This design comes from an exercise in tuning for small area on the open sky130 flow, not from production work. Function was checked by simulation only, so behaviour that the tests miss may differ from the original. Power and IR drop assume default switching activity.

==> build 66 <==
==> flow/design.v (excerpt) <==
module uart (
    clk,
    reset,
    address,
    chipselect,
    writedata,
    readdata,
    write,
    read,
    uart_clk_out,
    uart_rx,
    uart_tx
);
==> flow/config.mk <==
export PLATFORM = sky130hd
export DESIGN_NAME = uart
export DESIGN_NICKNAME = uart
export VERILOG_FILES = /design/flow/design.v
export SDC_FILE = /design/flow/constraint.sdc
export NUM_CORES = 4
export LEC_CHECK = 0
export CAP_MARGIN = 0
export CORE_MARGIN = 2
export CORE_UTILIZATION = 65
export PLACE_DENSITY = 0.75
export SLEW_MARGIN = 0
==> flow/constraint.sdc <==
create_clock -name core_clock -period 10.0 [get_ports {clk}]
set_input_delay 2.0000 -clock core_clock [delete_from_list [all_inputs] [get_ports {clk}]]
set_output_delay 2.0000 -clock core_clock [all_outputs]
set_load 0.01 [all_outputs]
standard.sh (not shown) runs the stock make flow with config.mk's settings and CLKGATE_MAP_FILE= SYNTH_SCRIPT=/design/flow/synth_recipe.tcl, a recipe that flattens the netlist after the stock synthesis.
==> flow/flow/run.sh <==
#!/bin/bash
# Own layout flow: the standard ORFS flow (standard.sh, the standard flow's synthesis
# script) with these changes:
#  - Yosys's ABC step maps for area (flow/abc_area.script in place of ORFS's
#    abc_speed.script; the registers are mapped before ABC and do not change);
#  - port buffers use the smallest buffer (buf_1) instead of clkdlybuf4s50_1;
#  - clock tree: clkbuf_8 leaf buffers, 18-sink clusters, no dummy loads.
set -euo pipefail
here=$(pwd)
rm -rf "$here/scripts"
cp -r "$FLOW_HOME/scripts" "$here/scripts"
cp "$here/flow/abc_area.script" "$here/scripts/abc_speed.script"
export SCRIPTS_DIR="$here/scripts"
export BUFFER_PORTS_ARGS="-buffer_cell sky130_fd_sc_hd__buf_1"
export CTS_ARGS="-sink_clustering_enable -repair_clock_nets -dont_use_dummy_load -buf_list sky130_fd_sc_hd__clkbuf_8 -sink_clustering_size 18 -sink_clustering_max_diameter 60"
bash standard.sh > standard_flow.log 2>&1
==> flow/flow/abc_area.script <==
strash
dch -f
amap
==> inputs of trial 16, as changes to build 66 <==
--- a/flow/design.v
+++ b/flow/design.v
@@ -45,103 +45,16 @@
     (
         .clock  (clk),
         .enable (enable),
         .reset  (reset),
         .N      (BRD),
         .Nout   (Nout)
     );
 endmodule
-module FIFO(
-        output reg [8:0] DataOut,
-        output     [8:0] Head,
-        input      [8:0] DataIn,
-        input            read, write, clk, reset, ClearOV,
-        output     [2:0] states
-        );
-        reg [4:0] top;
-        reg       OV;
-        reg [143:0] Stack;            
-        wire Empty = top[4];
-        wire Full  = (top == 5'd15);
-        assign states = {Empty, Full, OV};
-        assign Head = Stack[9*top[3:0] +: 9];
-        wire do_read  = read && !Empty;
-        wire do_write = write && !Full;
-        always @ (posedge clk)
-        begin
-            if (do_write)
-                Stack <= {Stack[134:0], DataIn};
-        end
-        always @ (posedge clk, posedge reset)
-        begin
-            if (reset) begin
-                DataOut <= 9'b0;
-                top     <= 5'b11111;
-                OV      <= 1'b0;
-            end
-            else begin
-                if (do_read)
-                    DataOut <= Head;
-                if (do_read && !do_write)
-                    top <= top - 1'b1;
-                else if (do_write && !do_read)
-                    top <= top + 1'b1;
-                if (write && Full)
-                    OV <= 1'b1;
-                else if (ClearOV)
-                    OV <= 1'b0;
-            end
-        end
-endmodule
-module TXFIFO(
-        output reg [8:0] DataOut,
-        input      [8:0] DataIn,
-        input            read, wreq, clk, reset, ClearOV,
-        output     [2:0] states
-        );
-        reg [4:0] top;                
-        reg       pend;
-        reg       ovset;
-        reg       OV;
-        reg [143:0] Stack;            
-        wire Empty = pend ? (top == 5'd0) : top[4];
-        wire Full  = !pend && (top == 5'd15);
-        assign states = {Empty, Full, OV};
-        wire do_read = read && !Empty;
-        wire shift   = wreq && !((top == 5'd15) && !do_read);
-        always @ (posedge clk)
-        begin
-            if (shift)
-                Stack <= {Stack[134:0], DataIn};
-            if (do_read)
-                DataOut <= Stack[9*top[3:0] +: 9];
-        end
-        always @ (posedge clk, posedge reset)
-        begin
-            if (reset) begin
-                top     <= 5'b11111;
-                pend    <= 1'b0;
-                ovset   <= 1'b0;
-                OV      <= 1'b0;
-            end
-            else begin
-                pend  <= shift;
-                ovset <= wreq && !shift;
-                if (do_read && !shift)
-                    top <= top - 1'b1;
-                else if (shift && !do_read)
-                    top <= top + 1'b1;
-                if (ovset)
-                    OV <= 1'b1;
-                else if (ClearOV)
-                    OV <= 1'b0;
-            end
-        end
-endmodule
 module RXFIFO(
         output     [8:0] Head,
         input      [8:0] DataIn,
         input            read, write, clk, reset, ClearOV,
         output     [2:0] states
         );
         reg [143:0] Ring;             
         reg [3:0] hp;                 
@@ -150,17 +63,21 @@
         reg       OV;
         wire Empty = (count == 5'd0);
         wire Full  = count[4];
         assign states = {Empty, Full, OV};
         wire do_read  = read && !Empty;
         wire do_write = write && !Full;
         wire [3:0] tail = hp + count[3:0];
         wire put = do_write ? (tail == 4'd15) : (pend && tail == 4'd0);
-        assign Head = (pend && count == 5'd1) ? DataIn : Ring[9*hp +: 9];
+        wire [8:0] even = Ring[18*hp[3:1] +: 9];
+        reg  [8:0] even_q;
+        always @ (posedge clk)
+            even_q <= even;
+        assign Head = (pend && count == 5'd1) ? DataIn : (hp[0] ? even_q : even);
         always @ (posedge clk)
         begin
             Ring <= {Ring[134:0], put ? DataIn : Ring[143:135]};
         end
         always @ (posedge clk, posedge reset)
         begin
             if (reset) begin
                 hp    <= 4'd0;
@@ -180,133 +97,75 @@
                     pend <= 1'b0;
                 if (write && Full)
                     OV <= 1'b1;
                 else if (ClearOV)
                     OV <= 1'b0;
             end
         end
 endmodule
-module TXRING(
+module TXRING16(
         output reg [8:0] DataOut,
         input      [8:0] DataIn,
         input            read, wreq, clk, reset, ClearOV,
         output     [2:0] states
         );
         reg [143:0] Ring;             
         reg [8:0] held;               
         reg [3:0] hp;                 
         reg [4:0] count;              
         reg       inc;                
         reg       late;               
+        reg       wait_cp;            
         reg       ovset;
+        reg       cp;                 
         reg       OV;
         wire Empty = (count == 5'd0);
         wire Full  = count[4];
         assign states = {Empty, Full, OV};
         wire do_read = read && !Empty;
         wire take    = wreq && !(Full && !do_read);
         wire [3:0] tail = hp + count[3:0];
-        wire       put  = (take && tail[0]) || late;
-        wire [8:0] word = late ? held : DataIn;
-        wire [2:0] pq   = tail[3:1] + 1'b1;       
+        wire grab  = (do_read && hp == 4'd15) || (cp && hp == 4'd0);
+        wire clash = (do_read || cp) && !grab && (tail == hp + do_read - 1'b1);
+        wire put_now  = take && tail[0] && !clash;
+        wire put_held = late || (wait_cp && grab);
+        wire [8:0] word = put_held ? held : DataIn;
+        wire [2:0] pq   = put_held && !late ? 3'd0 : tail[3:1] + 1'b1;
         integer q;
         always @ (posedge clk)
         begin
-            held <= DataIn;
+            if (take)
+                held <= DataIn;
             Ring <= {Ring[134:0], Ring[143:135]};
             for (q = 0; q < 8; q = q + 1)
-                if (put && pq == q)
+                if ((put_now || put_held) && pq == q[2:0])
                     Ring[18*q +: 9] <= word;
-            if (do_read)
-                DataOut <= Ring[9*hp +: 9];
-        end
-        always @ (posedge clk, posedge reset)
-        begin
-            if (reset) begin
-                hp    <= 4'd0;
-                count <= 5'd0;
-                inc   <= 1'b0;
-                late  <= 1'b0;
-                ovset <= 1'b0;
-                OV    <= 1'b0;
-            end
-            else begin
-                inc   <= take;
-                late  <= take && !tail[0];
-                ovset <= wreq && !take;
-                hp    <= hp + 1'b1 + do_read;
-                if (do_read && !inc)
-                    count <= count - 1'b1;
-                else if (inc && !do_read)
-                    count <= count + 1'b1;
-                if (ovset)
-                    OV <= 1'b1;
-                else if (ClearOV)
-                    OV <= 1'b0;
-            end
-        end
-endmodule
-module TXRING17(
-        output reg [8:0] DataOut,
-        input      [8:0] DataIn,
-        input            read, wreq, clk, reset, ClearOV,
-        output     [2:0] states
-        );
-        reg [152:0] Ring;             
-        reg [8:0] held;               
-        reg [4:0] hp;                 
-        reg [4:0] count;              
-        reg       inc;                
-        reg       late;               
-        reg       ovset;
-        reg       cp;                 
-        reg       OV;
-        wire Empty = (count == 5'd0);
-        wire Full  = count[4];
-        assign states = {Empty, Full, OV};
-        wire do_read = read && !Empty;
-        wire take    = wreq && !(Full && !do_read);
-        wire [5:0] tsum = hp + count;
-        wire [4:0] tail = (tsum >= 6'd17) ? tsum - 6'd17 : tsum[4:0];
-        wire       odd  = tail[0] || (tail == 5'd16);
-        wire       put  = (take && odd) || late;
-        wire [8:0] word = late ? held : DataIn;
-        wire [4:0] pq   = (tail == 5'd16) ? 5'd0 : tail + 1'b1;
-        wire [5:0] hsum = hp + 1'b1 + do_read;
-        wire [4:0] hp_n = (hsum >= 6'd17) ? hsum - 6'd17 : hsum[4:0];
-        wire grab = (do_read && hp == 5'd16) || (cp && hp == 5'd0);
-        integer q;
-        always @ (posedge clk)
-        begin
-            held <= DataIn;
-            Ring <= {Ring[143:0], Ring[152:144]};
-            for (q = 0; q <= 16; q = q + 2)
-                if (put && pq == q)
-                    Ring[9*q +: 9] <= word;
             if (grab)
-                DataOut <= Ring[152:144];
+                DataOut <= Ring[143:135];
         end
         always @ (posedge clk, posedge reset)
         begin
             if (reset) begin
-                hp    <= 5'd0;
-                count <= 5'd0;
-                inc   <= 1'b0;
-                late  <= 1'b0;
-                ovset <= 1'b0;
-                cp    <= 1'b0;
-                OV    <= 1'b0;
+                hp      <= 4'd0;
+                count   <= 5'd0;
+                inc     <= 1'b0;
+                late    <= 1'b0;
+                wait_cp <= 1'b0;
+                ovset   <= 1'b0;
+                cp      <= 1'b0;
+                OV      <= 1'b0;
             end
             else begin
-                inc   <= take;
-                late  <= take && !odd;
-                ovset <= wreq && !take;
-                hp    <= hp_n;
-                cp    <= (do_read && hp != 5'd16) || (cp && hp != 5'd0);
+                inc     <= take;
+                late    <= take && !tail[0] && !clash;
+                wait_cp <= (take && clash) || (wait_cp && !grab);
+                ovset   <= wreq && !take;
+                hp      <= hp + 1'b1 + do_read;
+                cp      <= (do_read && hp != 4'd15) || (cp && hp != 4'd0);
                 if (do_read && !inc)
                     count <= count - 1'b1;
                 else if (inc && !do_read)
                     count <= count + 1'b1;
                 if (ovset)
                     OV <= 1'b1;
                 else if (ClearOV)
                     OV <= 1'b0;
@@ -387,18 +246,22 @@
     input       reset,
     input       rx_tick,           
     input [1:0] parityMode,        
     input       wordSize,          
     output reg  FE,                
     input       clearFE,
     input       rxIn_pin,          
     output      rx_done,           
-    output reg [8:0] rx_data       
+    output     [8:0] rx_data       
     );
+    reg [6:0] rx_lo;       
+    reg       rx_b7;       
+    reg       rx_b8;       
+    assign rx_data = {rx_b8, rx_b7, rx_lo};
     parameter FINDFALLINGEDGE = 4'd0,
               VERIFYSTART     = 4'd1,
               B0              = 4'd2,
               B6              = 4'd8,
               B7              = 4'd9,
               BP              = 4'd10,
               STOP            = 4'd11,
               IDLE            = 4'd12;
@@ -431,34 +294,34 @@
             if (phase == 4'd8)
                 same <= (rxIn_pin == maj);
             if (phase == 4'd9 && !same)
                 maj <= rxIn_pin;
         end
         if (decide)
         begin
             if (state >= B0 && state <= B6)
-                rx_data[6:0] <= {maj, rx_data[6:1]};
+                rx_lo <= {maj, rx_lo[6:1]};
             if ((state == B6 && !wordSize && !parity) ||
                 (state == B7 && !parity))
-                rx_data[8] <= 1'b0;
+                rx_b8 <= 1'b0;
             if (state == BP)
-                rx_data[8] <= maj;
+                rx_b8 <= maj;
         end
     end
     always @ (posedge clk or posedge reset)
     begin
         if (reset)
-            rx_data[7] <= 1'b0;
+            rx_b7 <= 1'b0;
         else if (decide)
         begin
             if (state == B6 && !wordSize && !parity)
-                rx_data[7] <= 1'b0;
+                rx_b7 <= 1'b0;
             if (state == B7)
-                rx_data[7] <= maj;
+                rx_b7 <= maj;
         end
     end
     always @ (posedge clk or posedge reset)
     begin
         if (reset)
         begin
             state   <= IDLE;
             lag     <= 1'b0;
@@ -670,17 +533,17 @@
         .tx_tick    (tick),
         .tx_request (STATUS[5]),
         .tx_data    (tx_word),
         .parityMode (CONTROL[2:1]),
         .wordSize   (CONTROL[0]),
         .tx_take    (tx_take),
         .tx_out     (uart_tx)
     );
-    TXRING17 txfifo
+    TXRING16 txfifo
     (
         .DataIn   (writedata[8:0]),
         .DataOut  (tx_word),
         .wreq     (wr_data),
         .read     (rd_tx_fifo),
         .clk      (clk),
         .reset    (reset),
         .states   (states_txfifo),
Settings changed: CAP_MARGIN 0 to 20, SLEW_MARGIN 0 to 20.
==> comparison table <==
Layout cell share with drive strength beyond 1: build 66 3.957%; trial 16 4.066%
Max_slew headroom: build 66 19.79%; trial 16 29.76%
Number of nets in the finished design: build 66 1757; trial 16 1660
Internal power summed over all cells: build 66 2801 uW; trial 16 2906 uW
Result of the run: build 66 finished clean; trial 16 finished clean
Global routing met3 resource utilization: build 66 3.953%; trial 16 4.090%
Per-cell via count in the routed design: build 66 6.320; trial 16 6.151
Clock tree buffer count of the final layout: build 66 36; trial 16 37
Fraction of the mapped netlist area in adder cells: build 66 3.370%; trial 16 3.258%
Met1 usage: build 66 39.11%; trial 16 38.80%
Launch point of the worst hold path: build 66 rxfifo.Ring[59]$_DFF_P_; trial 16 rxfifo.Ring[89]$_DFF_P_
Via count of the first global-routing pass: build 66 12140; trial 16 11360
Multi-input combinational cell count: build 66 872; trial 16 764
Post-Place Worst Slack: build 66 4.254 ns; trial 16 4.490 ns
Area used by multi-input combinational logic: build 66 5852 sq um; trial 16 5175 sq um
# Taps: build 66 341; trial 16 335
Worst path buffer plus inverter count: build 66 3; trial 16 5


==> inputs of sierra <==
==> flow/design.v <==
module Divide_By_N_Counter (clk, enable, reset, OUT, COUNT);
    input clk, enable, reset;
    output reg [3:0] COUNT;
    output OUT;
    assign OUT = &COUNT;
    always @ (posedge clk or posedge reset) begin
        if (reset)
            COUNT <= 4'b0;
        else if (enable)
            COUNT <= COUNT + 1'b1;
    end
endmodule
module ClockGenNM(clock, enable, reset, N, Nout);
    input clock, enable, reset;
    input [31:0] N;
    output reg Nout;
    reg [31:0] d;
    wire        hit    = enable && ~|d[31:7];
    wire [7:0]  slo    = {1'b0, N[6:0]} + {1'b0, d[6:0]};
    wire [24:0] hi     = hit ? N[31:7] : d[31:7];
    wire        borrow = enable && !(hit && slo[7]);
    always @ (posedge clock, posedge reset)
    begin
        if (reset)
        begin
            Nout <= 1'b0;
            d    <= 32'b0;
        end
        else
        begin
            d[31:7] <= hi - borrow;
            if (hit)
            begin
                d[6:0] <= slo[6:0];
                Nout   <= ~Nout;
            end
        end
    end
endmodule
module BAUD_GEN(clk, enable, BRD, reset, Nout);
    input clk, reset, enable;
    input [31:0] BRD;
    output Nout;
    ClockGenNM baudGen
    (
        .clock  (clk),
        .enable (enable),
        .reset  (reset),
        .N      (BRD),
        .Nout   (Nout)
    );
endmodule
module FIFO(
        output reg [8:0] DataOut,
        output     [8:0] Head,
        input      [8:0] DataIn,
        input            read, write, clk, reset, ClearOV,
        output     [2:0] states
        );
        reg [4:0] top;
        reg       OV;
        reg [143:0] Stack;            
        wire Empty = top[4];
        wire Full  = (top == 5'd15);
        assign states = {Empty, Full, OV};
        assign Head = Stack[9*top[3:0] +: 9];
        wire do_read  = read && !Empty;
        wire do_write = write && !Full;
        always @ (posedge clk)
        begin
            if (do_write)
                Stack <= {Stack[134:0], DataIn};
        end
        always @ (posedge clk, posedge reset)
        begin
            if (reset) begin
                DataOut <= 9'b0;
                top     <= 5'b11111;
                OV      <= 1'b0;
            end
            else begin
                if (do_read)
                    DataOut <= Head;
                if (do_read && !do_write)
                    top <= top - 1'b1;
                else if (do_write && !do_read)
                    top <= top + 1'b1;
                if (write && Full)
                    OV <= 1'b1;
                else if (ClearOV)
                    OV <= 1'b0;
            end
        end
endmodule
module TXFIFO(
        output reg [8:0] DataOut,
        input      [8:0] DataIn,
        input            read, wreq, clk, reset, ClearOV,
        output     [2:0] states
        );
        reg [4:0] top;                
        reg       pend;
        reg       ovset;
        reg       OV;
        reg [143:0] Stack;            
        wire Empty = pend ? (top == 5'd0) : top[4];
        wire Full  = !pend && (top == 5'd15);
        assign states = {Empty, Full, OV};
        wire do_read = read && !Empty;
        wire shift   = wreq && !((top == 5'd15) && !do_read);
        always @ (posedge clk)
        begin
            if (shift)
                Stack <= {Stack[134:0], DataIn};
            if (do_read)
                DataOut <= Stack[9*top[3:0] +: 9];
        end
        always @ (posedge clk, posedge reset)
        begin
            if (reset) begin
                top     <= 5'b11111;
                pend    <= 1'b0;
                ovset   <= 1'b0;
                OV      <= 1'b0;
            end
            else begin
                pend  <= shift;
                ovset <= wreq && !shift;
                if (do_read && !shift)
                    top <= top - 1'b1;
                else if (shift && !do_read)
                    top <= top + 1'b1;
                if (ovset)
                    OV <= 1'b1;
                else if (ClearOV)
                    OV <= 1'b0;
            end
        end
endmodule
module transmitter (
    input       clk,
    input       reset,
    input       tx_tick,           
    input       tx_request,        
    input [8:0] tx_data,           
    input [1:0] parityMode,        
    input       wordSize,          
    output      tx_take,           
    output reg  tx_out             
    );
    parameter A        = 4'd0,    
              G        = 4'd6,    
              H        = 4'd7,    
              I        = 4'd8,    
              J        = 4'd9,    
              START    = 4'd10,   
              IDLE     = 4'd11,   
              IDLE_REQ = 4'd12;   
    reg [3:0] state;
    reg [3:0] COUNT;
    wire pulse  = &COUNT;                        
    wire commit = tx_tick && (COUNT == 4'd14);   
    wire parity = (parityMode != 2'b0);
    assign tx_take = !pulse && (state == IDLE) && !tx_request;
    always @ (posedge clk or posedge reset)
    begin
        if (reset)
            COUNT <= 4'b0;
        else if (tx_tick)
            COUNT <= COUNT + 1'b1;
    end
    always @ (posedge clk or posedge reset)
    begin
        if (reset)
        begin
            state  <= IDLE;
            tx_out <= 1'b1;
        end
        else if (!pulse)
        begin
            if (state == START)
                tx_out <= 1'b0;
            else if (state == J)
                tx_out <= 1'b1;
            else if (state <= I)
                tx_out <= tx_data[state];
            if (commit)
            begin
                if (state == IDLE)
                    state <= tx_request ? IDLE : START;
                else if (state == IDLE_REQ)
                    state <= START;
                else if (state == G)
                    state <= wordSize ? H : (parity ? I : J);
                else if (state == H)
                    state <= parity ? I : J;
                else if (state == J)
                    state <= IDLE;
                else if (state == START)
                    state <= A;
                else
                    state <= state + 1'b1;
            end
            else if (tx_take)
                state <= IDLE_REQ;
        end
    end
endmodule
module reciever (
    input       clk,
    input       reset,
    input       rx_tick,           
    input [1:0] parityMode,        
    input       wordSize,          
    output reg  FE,                
    input       clearFE,
    input       rxIn_pin,          
    output      rx_done,           
    output reg [8:0] rx_data       
    );
    parameter FINDFALLINGEDGE = 4'd0,
              VERIFYSTART     = 4'd1,
              B0              = 4'd2,
              B6              = 4'd8,
              B7              = 4'd9,
              BP              = 4'd10,
              STOP            = 4'd11,
              IDLE            = 4'd12;
    reg [3:0] state;
    reg       lag;
    reg [3:0] phase;
    reg       maj;         
    reg       same;        
    wire last_phase = (phase == 4'd15);
    wire in_bit = rx_tick && !lag &&
                  (state != IDLE) && (state != FINDFALLINGEDGE);
    wire decide = in_bit && last_phase;
    wire parity = (parityMode != 2'b0);
    assign rx_done = decide && (state == STOP);
    always @ (posedge clk or posedge reset)
    begin
        if (reset)
            FE <= 1'b0;
        else if (rx_done && !maj)
            FE <= 1'b1;
        else if (clearFE)
            FE <= 1'b0;
    end
    always @ (posedge clk)
    begin
        if (in_bit)
        begin
            if (phase == 4'd7)
                maj <= rxIn_pin;
            if (phase == 4'd8)
                same <= (rxIn_pin == maj);
            if (phase == 4'd9 && !same)
                maj <= rxIn_pin;
        end
        if (decide)
        begin
            if (state >= B0 && state <= B6)
                rx_data[6:0] <= {maj, rx_data[6:1]};
            if ((state == B6 && !wordSize && !parity) ||
                (state == B7 && !parity))
                rx_data[8] <= 1'b0;
            if (state == BP)
                rx_data[8] <= maj;
        end
    end
    always @ (posedge clk or posedge reset)
    begin
        if (reset)
            rx_data[7] <= 1'b0;
        else if (decide)
        begin
            if (state == B6 && !wordSize && !parity)
                rx_data[7] <= 1'b0;
            if (state == B7)
                rx_data[7] <= maj;
        end
    end
    always @ (posedge clk or posedge reset)
    begin
        if (reset)
        begin
            state   <= IDLE;
            lag     <= 1'b0;
            phase   <= 4'b0;
        end
        else if (rx_tick)
        begin
            if (lag)
            begin
                lag <= 1'b0;
                if (state != VERIFYSTART)
                    phase <= phase + 1'b1;
            end
            else if (state == IDLE)
            begin
                phase <= rxIn_pin ? phase + 1'b1 : 4'd0;
                if (phase >= 4'd8)
                begin
                    state <= FINDFALLINGEDGE;
                    lag   <= 1'b1;
                end
            end
            else if (state == FINDFALLINGEDGE)
            begin
                if (!rxIn_pin)
                begin
                    state <= VERIFYSTART;
                    lag   <= 1'b1;
                    phase <= 4'd0;
                end
            end
            else
            begin
                phase <= phase + 1'b1;
                if (last_phase)
                begin
                    lag <= 1'b1;
                    if (state == VERIFYSTART)
                        state <= maj ? IDLE : B0;
                    else if (state < B6)
                        state <= state + 1'b1;
                    else if (state == B6)
                        state <= (!wordSize && !parity) ? STOP :
                                 (wordSize ? B7 : BP);
                    else if (state == B7)
                        state <= parity ? BP : STOP;
                    else if (state == BP)
                        state <= STOP;
                    else
                        state <= IDLE;
                end
            end
        end
    end
endmodule
module uart (
    clk,
    reset,
    address,
    chipselect,
    writedata,
    readdata,
    write,
    read,
    uart_clk_out,
    uart_rx,
    uart_tx
);
    input   clk, reset;
    input            read, write, chipselect;
    input [2:0]      address;
    input [31:0]     writedata;
    output reg [31:0] readdata;
    input        uart_rx;
    output       uart_clk_out;
    output       uart_tx;
    reg [6:0]  STATUS;
    reg [31:0] CONTROL;
    reg [31:0] BRD;
    reg last_write;
    reg last_read;
    reg rdFIFO;
    reg W1C_STROBE;
    reg clr_rxo, clr_txo, clr_fe;
    wire [8:0] rx_head;
    wire [8:0] tx_word;
    wire [2:0] states_txfifo;
    wire [2:0] states_rxfifo;
    wire       FE;
    wire sel = chipselect;
    wire wr_data = write && sel && (address == 3'd0) && !last_write;
    wire wr_stat = write && sel && (address == 3'd1) && !W1C_STROBE;
    wire wr_ctrl = write && sel && (address == 3'd2);
    wire wr_brd  = write && sel && (address == 3'd3);
    wire rd_data = read && sel && (address == 3'd0) && !last_read;
    always @ (posedge clk or posedge reset)
    begin
        if (reset)
        begin
            last_write <= 1'b0;
            last_read  <= 1'b0;
        end
        else
        begin
            last_write <= write;
            last_read  <= read;
        end
    end
    always @ (posedge clk or posedge reset)
    begin
        if (reset)
        begin
            readdata <= 32'b0;
            rdFIFO   <= 1'b0;
        end
        else
        begin
            rdFIFO <= rd_data;
            if (read && sel && (address == 3'd1))
                readdata <= {25'b0, STATUS};
            else if (read && sel && (address == 3'd2))
                readdata <= CONTROL;
            else if (read && sel && (address == 3'd3))
                readdata <= BRD;
            else if (rdFIFO)
                readdata <= {23'b0, states_rxfifo[2] ? 9'b0 : rx_head};
        end
    end
    always @ (posedge clk or posedge reset)
    begin
        if (reset)
            STATUS <= 7'b010_0100;
        else if (W1C_STROBE)
            STATUS <= STATUS & ~{clr_fe, 2'b00, clr_txo, 2'b00, clr_rxo};
        else
            STATUS <= {FE, states_txfifo, states_rxfifo};
    end
    always @ (posedge clk or posedge reset)
    begin
        if (reset)
        begin
            CONTROL    <= 32'd0;
            BRD        <= 32'b0;
            W1C_STROBE <= 1'b0;
            clr_rxo    <= 1'b0;
            clr_txo    <= 1'b0;
            clr_fe     <= 1'b0;
        end
        else
        begin
            W1C_STROBE <= wr_stat && (writedata[0] || writedata[3] || writedata[6] || writedata[7]);
            clr_rxo    <= wr_stat && writedata[0];
            clr_txo    <= wr_stat && writedata[3];
            clr_fe     <= wr_stat && writedata[6];
            if (wr_ctrl)
                CONTROL <= writedata;
            else
                CONTROL[4] <= uart_clk_out;
            if (wr_brd)
                BRD <= writedata;
        end
    end
    wire baud;
    reg  baud_q;
    BAUD_GEN baudGen
    (
        .clk    (clk),
        .enable (CONTROL[3]),
        .reset  (reset),
        .BRD    (BRD),
        .Nout   (baud)
    );
    assign uart_clk_out = baud;
    always @ (posedge clk or posedge reset)
    begin
        if (reset)
            baud_q <= 1'b0;
        else
            baud_q <= baud;
    end
    wire tick = baud && !baud_q;
    wire tx_take;
    reg  tx_take_q;
    reg  rd_tx_fifo;
    wire rx_done;
    reg  rx_done_q;
    reg  wr_rx_fifo;
    always @ (posedge clk or posedge reset)
    begin
        if (reset)
        begin
            tx_take_q   <= 1'b0;
            rd_tx_fifo  <= 1'b0;
            rx_done_q   <= 1'b0;
            wr_rx_fifo  <= 1'b0;
        end
        else
        begin
            tx_take_q   <= tx_take;
            rd_tx_fifo  <= tx_take_q;
            rx_done_q   <= rx_done;
            wr_rx_fifo  <= rx_done_q;
        end
    end
    transmitter tx
    (
        .clk        (clk),
        .reset      (reset),
        .tx_tick    (tick),
        .tx_request (STATUS[5]),
        .tx_data    (tx_word),
        .parityMode (CONTROL[2:1]),
        .wordSize   (CONTROL[0]),
        .tx_take    (tx_take),
        .tx_out     (uart_tx)
    );
    TXFIFO txfifo
    (
        .DataIn   (writedata[8:0]),
        .DataOut  (tx_word),
        .wreq     (wr_data),
        .read     (rd_tx_fifo),
        .clk      (clk),
        .reset    (reset),
        .states   (states_txfifo),
        .ClearOV  (clr_txo)
    );
    wire [8:0] received;
    reciever rx
    (
        .clk        (clk),
        .reset      (reset),
        .rx_tick    (tick),
        .parityMode (CONTROL[2:1]),
        .wordSize   (CONTROL[0]),
        .FE         (FE),
        .clearFE    (clr_fe),
        .rxIn_pin   (uart_rx),
        .rx_done    (rx_done),
        .rx_data    (received)
    );
    FIFO rxfifo
    (
        .DataIn   (received),
        .DataOut  (),
        .Head     (rx_head),
        .write    (wr_rx_fifo),
        .read     (rdFIFO),
        .clk      (clk),
        .reset    (reset),
        .states   (states_rxfifo),
        .ClearOV  (clr_rxo)
    );
endmodule
==> flow/flow/run.sh <==
#!/bin/bash
# Own layout flow: the standard ORFS flow (standard.sh, the standard flow's synthesis
# script) with these changes:
#  - Yosys's ABC step maps for area (flow/abc_area.script in place of ORFS's
#    abc_speed.script; the registers are mapped before ABC and do not change);
#  - port buffers use the smallest buffer (buf_1) instead of clkdlybuf4s50_1;
#  - clock tree: clkbuf_8 leaf buffers, 18-sink clusters, no dummy loads.
set -euo pipefail
here=$(pwd)
rm -rf "$here/scripts"
cp -r "$FLOW_HOME/scripts" "$here/scripts"
cp "$here/flow/abc_area.script" "$here/scripts/abc_speed.script"
export SCRIPTS_DIR="$here/scripts"
export BUFFER_PORTS_ARGS="-buffer_cell sky130_fd_sc_hd__buf_1"
export CTS_ARGS="-sink_clustering_enable -repair_clock_nets -dont_use_dummy_load -buf_list sky130_fd_sc_hd__clkbuf_8 -sink_clustering_size 18 -sink_clustering_max_diameter 60"
bash standard.sh > standard_flow.log 2>&1
==> flow/flow/abc_area.script <==
strash
dch -f
amap
==> flow/standard.sh <==
#!/bin/bash
# synth_recipe.tcl (not shown) runs the flow's synth.tcl, then flattens the netlist and writes it again
# the make line also repeats each setting of config.mk as NAME=value (left out here)
make -C /OpenROAD-flow-scripts/flow DESIGN_CONFIG=/design/flow/config.mk WORK_HOME=/design/flow/orfs CLKGATE_MAP_FILE= SYNTH_SCRIPT=/design/flow/synth_recipe.tcl "${@:-finish}"
==> flow/config.mk <==
export PLATFORM = sky130hd
export DESIGN_NAME = uart
export DESIGN_NICKNAME = uart
export VERILOG_FILES = /design/flow/design.v
export SDC_FILE = /design/flow/constraint.sdc
export NUM_CORES = 4
export LEC_CHECK = 0
export CAP_MARGIN = 20
export CORE_MARGIN = 2
export CORE_UTILIZATION = 80
export PLACE_DENSITY = 0.88
export SLEW_MARGIN = 20
==> flow/constraint.sdc <==
create_clock -name core_clock -period 10.0 [get_ports {clk}]
set_input_delay 2.0000 -clock core_clock [delete_from_list [all_inputs] [get_ports {clk}]]
set_output_delay 2.0000 -clock core_clock [all_outputs]
set_load 0.01 [all_outputs]
==> onyx: changes against sierra <==
==> flow/design.v, changed modules only <==
module TXFIFO(
        output reg [8:0] DataOut,
        input      [8:0] DataIn,
        input            read, wreq, clk, reset, ClearOV,
        output     [2:0] states
        );
        reg [4:0] top;                
        reg       pend;
        reg       ovset;
        reg       OV;
        reg [143:0] Stack;            
        wire Empty = pend ? (top == 5'd0) : top[4];
        wire Full  = !pend && (top == 5'd15);
        assign states = {Empty, Full, OV};
        wire do_read = read && !Empty;
        wire shift   = wreq && !((top == 5'd15) && !do_read);
        always @ (posedge clk)
        begin
            if (shift)
                Stack <= {Stack[134:0], DataIn};
        end
        always @ (posedge clk, posedge reset)
        begin
            if (reset) begin
                DataOut <= 9'b0;
                top     <= 5'b11111;
                pend    <= 1'b0;
                ovset   <= 1'b0;
                OV      <= 1'b0;
            end
            else begin
                pend  <= shift;
                ovset <= wreq && !shift;
                if (do_read)
                    DataOut <= Stack[9*top[3:0] +: 9];
                if (do_read && !shift)
                    top <= top - 1'b1;
                else if (shift && !do_read)
                    top <= top + 1'b1;
                if (ovset)
                    OV <= 1'b1;
                else if (ClearOV)
                    OV <= 1'b0;
            end
        end
endmodule
module transmitter (
    input       clk,
    input       reset,
    input       tx_tick,           
    input       tx_request,        
    input [8:0] tx_data,           
    input [1:0] parityMode,        
    input       wordSize,          
    output      tx_take,           
    output reg  tx_out             
    );
    parameter START    = 4'd0,    
              A        = 4'd1,    
              G        = 4'd7,    
              H        = 4'd8,    
              I        = 4'd9,    
              J        = 4'd10,   
              IDLE     = 4'd11,   
              IDLE_REQ = 4'd12;   
    reg [3:0] state;
    reg [3:0] COUNT;
    wire pulse  = &COUNT;                        
    wire commit = tx_tick && (COUNT == 4'd14);   
    wire parity = (parityMode != 2'b0);
    assign tx_take = !pulse && (state == IDLE) && !tx_request;
    always @ (posedge clk or posedge reset)
    begin
        if (reset)
            COUNT <= 4'b0;
        else if (tx_tick)
            COUNT <= COUNT + 1'b1;
    end
    always @ (posedge clk or posedge reset)
    begin
        if (reset)
        begin
            state  <= IDLE;
            tx_out <= 1'b1;
        end
        else if (!pulse)
        begin
            if (state == START)
                tx_out <= 1'b0;
            else if (state == J)
                tx_out <= 1'b1;
            else if (state <= I)
                tx_out <= tx_data[state - A];
            if (commit)
            begin
                if (state == IDLE)
                    state <= tx_request ? IDLE : START;
                else if (state == IDLE_REQ)
                    state <= START;
                else if (state == G)
                    state <= wordSize ? H : (parity ? I : J);
                else if (state == H)
                    state <= parity ? I : J;
                else if (state == J)
                    state <= IDLE;
                else
                    state <= state + 1'b1;
            end
            else if (tx_take)
                state <= IDLE_REQ;
        end
    end
endmodule
module reciever (
    input       clk,
    input       reset,
    input       rx_tick,           
    input [1:0] parityMode,        
    input       wordSize,          
    output reg  FE,                
    input       clearFE,
    input       rxIn_pin,          
    output      rx_done,           
    output reg [8:0] rx_data       
    );
    parameter FINDFALLINGEDGE = 4'd0,
              VERIFYSTART     = 4'd1,
              B0              = 4'd2,
              B6              = 4'd8,
              B7              = 4'd9,
              BP              = 4'd10,
              STOP            = 4'd11,
              IDLE            = 4'd12;
    reg [3:0] state;
    reg       lag;
    reg [3:0] phase;
    reg       maj;         
    reg       same;        
    wire last_phase = (phase == 4'd15);
    wire decide = rx_tick && !lag && last_phase &&
                  (state != IDLE) && (state != FINDFALLINGEDGE);
    assign rx_done = decide && (state == STOP);
    always @ (posedge clk or posedge reset)
    begin
        if (reset)
            FE <= 1'b0;
        else if (rx_done && !maj)
            FE <= 1'b1;
        else if (clearFE)
            FE <= 1'b0;
    end
    always @ (posedge clk or posedge reset)
    begin
        if (reset)
        begin
            state   <= IDLE;
            lag     <= 1'b0;
            phase   <= 4'b0;
            rx_data <= 9'b0;
            maj     <= 1'b0;
            same    <= 1'b0;
        end
        else if (rx_tick)
        begin
            if (lag)
            begin
                lag <= 1'b0;
                if (state != VERIFYSTART)
                    phase <= phase + 1'b1;
            end
            else if (state == IDLE)
            begin
                phase <= rxIn_pin ? phase + 1'b1 : 4'd0;
                if (phase >= 4'd8)
                begin
                    state <= FINDFALLINGEDGE;
                    lag   <= 1'b1;
                end
            end
            else if (state == FINDFALLINGEDGE)
            begin
                if (!rxIn_pin)
                begin
                    state <= VERIFYSTART;
                    lag   <= 1'b1;
                    phase <= 4'd0;
                end
            end
            else
            begin
                phase <= phase + 1'b1;
                if (phase == 4'd7)
                    maj <= rxIn_pin;
                if (phase == 4'd8)
                    same <= (rxIn_pin == maj);
                if (phase == 4'd9 && !same)
                    maj <= rxIn_pin;
                if (last_phase)
                begin
                    lag <= 1'b1;
                    if (state >= B0 && state <= B6)
                        rx_data[6:0] <= {maj, rx_data[6:1]};
                    if (state == VERIFYSTART)
                        state <= maj ? IDLE : B0;
                    else if (state < B6)
                        state <= state + 1'b1;
                    else if (state == B6)
                    begin
                        if (!wordSize && parityMode == 2'b0)
                        begin
                            rx_data[8:7] <= 2'b00;
                            state <= STOP;
                        end
                        else if (wordSize)
                            state <= B7;
                        else
                            state <= BP;
                    end
                    else if (state == B7)
                    begin
                        rx_data[7] <= maj;
                        if (parityMode != 2'b0)
                            state <= BP;
                        else
                        begin
                            rx_data[8] <= 1'b0;
                            state <= STOP;
                        end
                    end
                    else if (state == BP)
                    begin
                        rx_data[8] <= maj;
                        state <= STOP;
                    end
                    else
                        state <= IDLE;
                end
            end
        end
    end
endmodule
--- a/flow/config.mk
+++ b/flow/config.mk
@@ -8,5 +8,5 @@
 export CAP_MARGIN = 20
 export CORE_MARGIN = 2
-export CORE_UTILIZATION = 80
-export PLACE_DENSITY = 0.88
+export CORE_UTILIZATION = 65
+export PLACE_DENSITY = 0.75
 export SLEW_MARGIN = 20
==> notes <==
Between sierra and onyx, the lower power is in sierra (gap 0.57%, measured against onyx). Between sierra and onyx, the lower combinational power is in sierra (gap 5.4%, measured against onyx). Of onyx and sierra, onyx has the higher critical path depth (gap 10). Of onyx and sierra, onyx has the higher die area (gap 23%, measured against sierra). In onyx the clock skew is higher than in sierra, by 0.013 ns. In sierra the fmax is higher than in onyx, by about 20%. Sequential power is about the same in sierra and onyx. Of onyx and sierra, sierra has the higher via count (gap 1.8%, measured against sierra). First-iteration DRC count: onyx is smaller than sierra (17%). In flip-flop and latch count, sierra and onyx do not differ. Against onyx, the sequential share of layout area of sierra is higher by 1.5 points.
==> figures <==
item	sierra	onyx
Critical register-to-register path endpoint	txfifo.Stack[141]	baudGen.baudGen.d[31]
Arithmetic-cell share of the synthesized area counting full adders, half adders and majority gates	1.98%	2.28%
Met3 global-route usage	4.94%	4.52%
Average cell area after synthesis	14.0 sq um	13.9 sq um
Layer carrying the most global-route usage	met2	met1
Placeable core region	0.0241 sq mm	0.0296 sq mm
Share of power burned in the clock network	21.2%	21.0%
Power in the clock group	896 uW	892 uW
Number of tap instances	324	390
Cell area after synthesis	0.0194 sq mm	0.0196 sq mm
Reported combinational group power	852 uW	901 uW
Via count of the first global-routing pass	12859	12524
M1 GR Usage	48.6%	40.3%
Data buffer area share	1.97%	2.30%
Multi-input combinational cell count	774	809
Worst slack after detailed placement	4.92 ns	4.21 ns
Top layer used by detailed routing	met5	met4
Length of routed met3 wiring	3660 microns	2750 microns
Die area	0.0256 sq mm	0.0316 sq mm
Required time at the endpoint of the critical path	10.19 ns	10.50 ns
Run status	finished clean	finished clean
Post-route total power	4.23 mW	4.25 mW
Proportion of power drawn by flip-flops and latches	58.6%	57.8%

what the ideal ports hide:
How much do the figures lean on ideal ports? The routed layouts below were timed once more, with nothing changed but the port constraints.
Step 1 sets driving cells, clkbuf_16 on the clock port and buf_2 on the other inputs (assumed; they add their load-dependent delay and slew).
Step 2 also shifts input and output timing later by t, the mid clock arrival at the registers, as if the neighbouring blocks saw the same clock.
Three values: no drivers, after step 1, after step 2; two values: the first two.
run	t (ns)	slack for setup (ns)	worst setup path after step 2
build 66	0.590	4.136 / 4.136 / 4.136	register to register
trial 16	0.574	4.912 / 4.912 / 4.510	input to register
sierra	0.599	5.152 / 5.152 / 4.914	input to register
onyx	0.592	4.177 / 4.177 / 4.177	register to register
After both steps every run listed still meets setup and hold. For trial 16, which loses most, drivers alone change the setup slack by 0.000 ns; drivers and shift together by -0.402 ns.
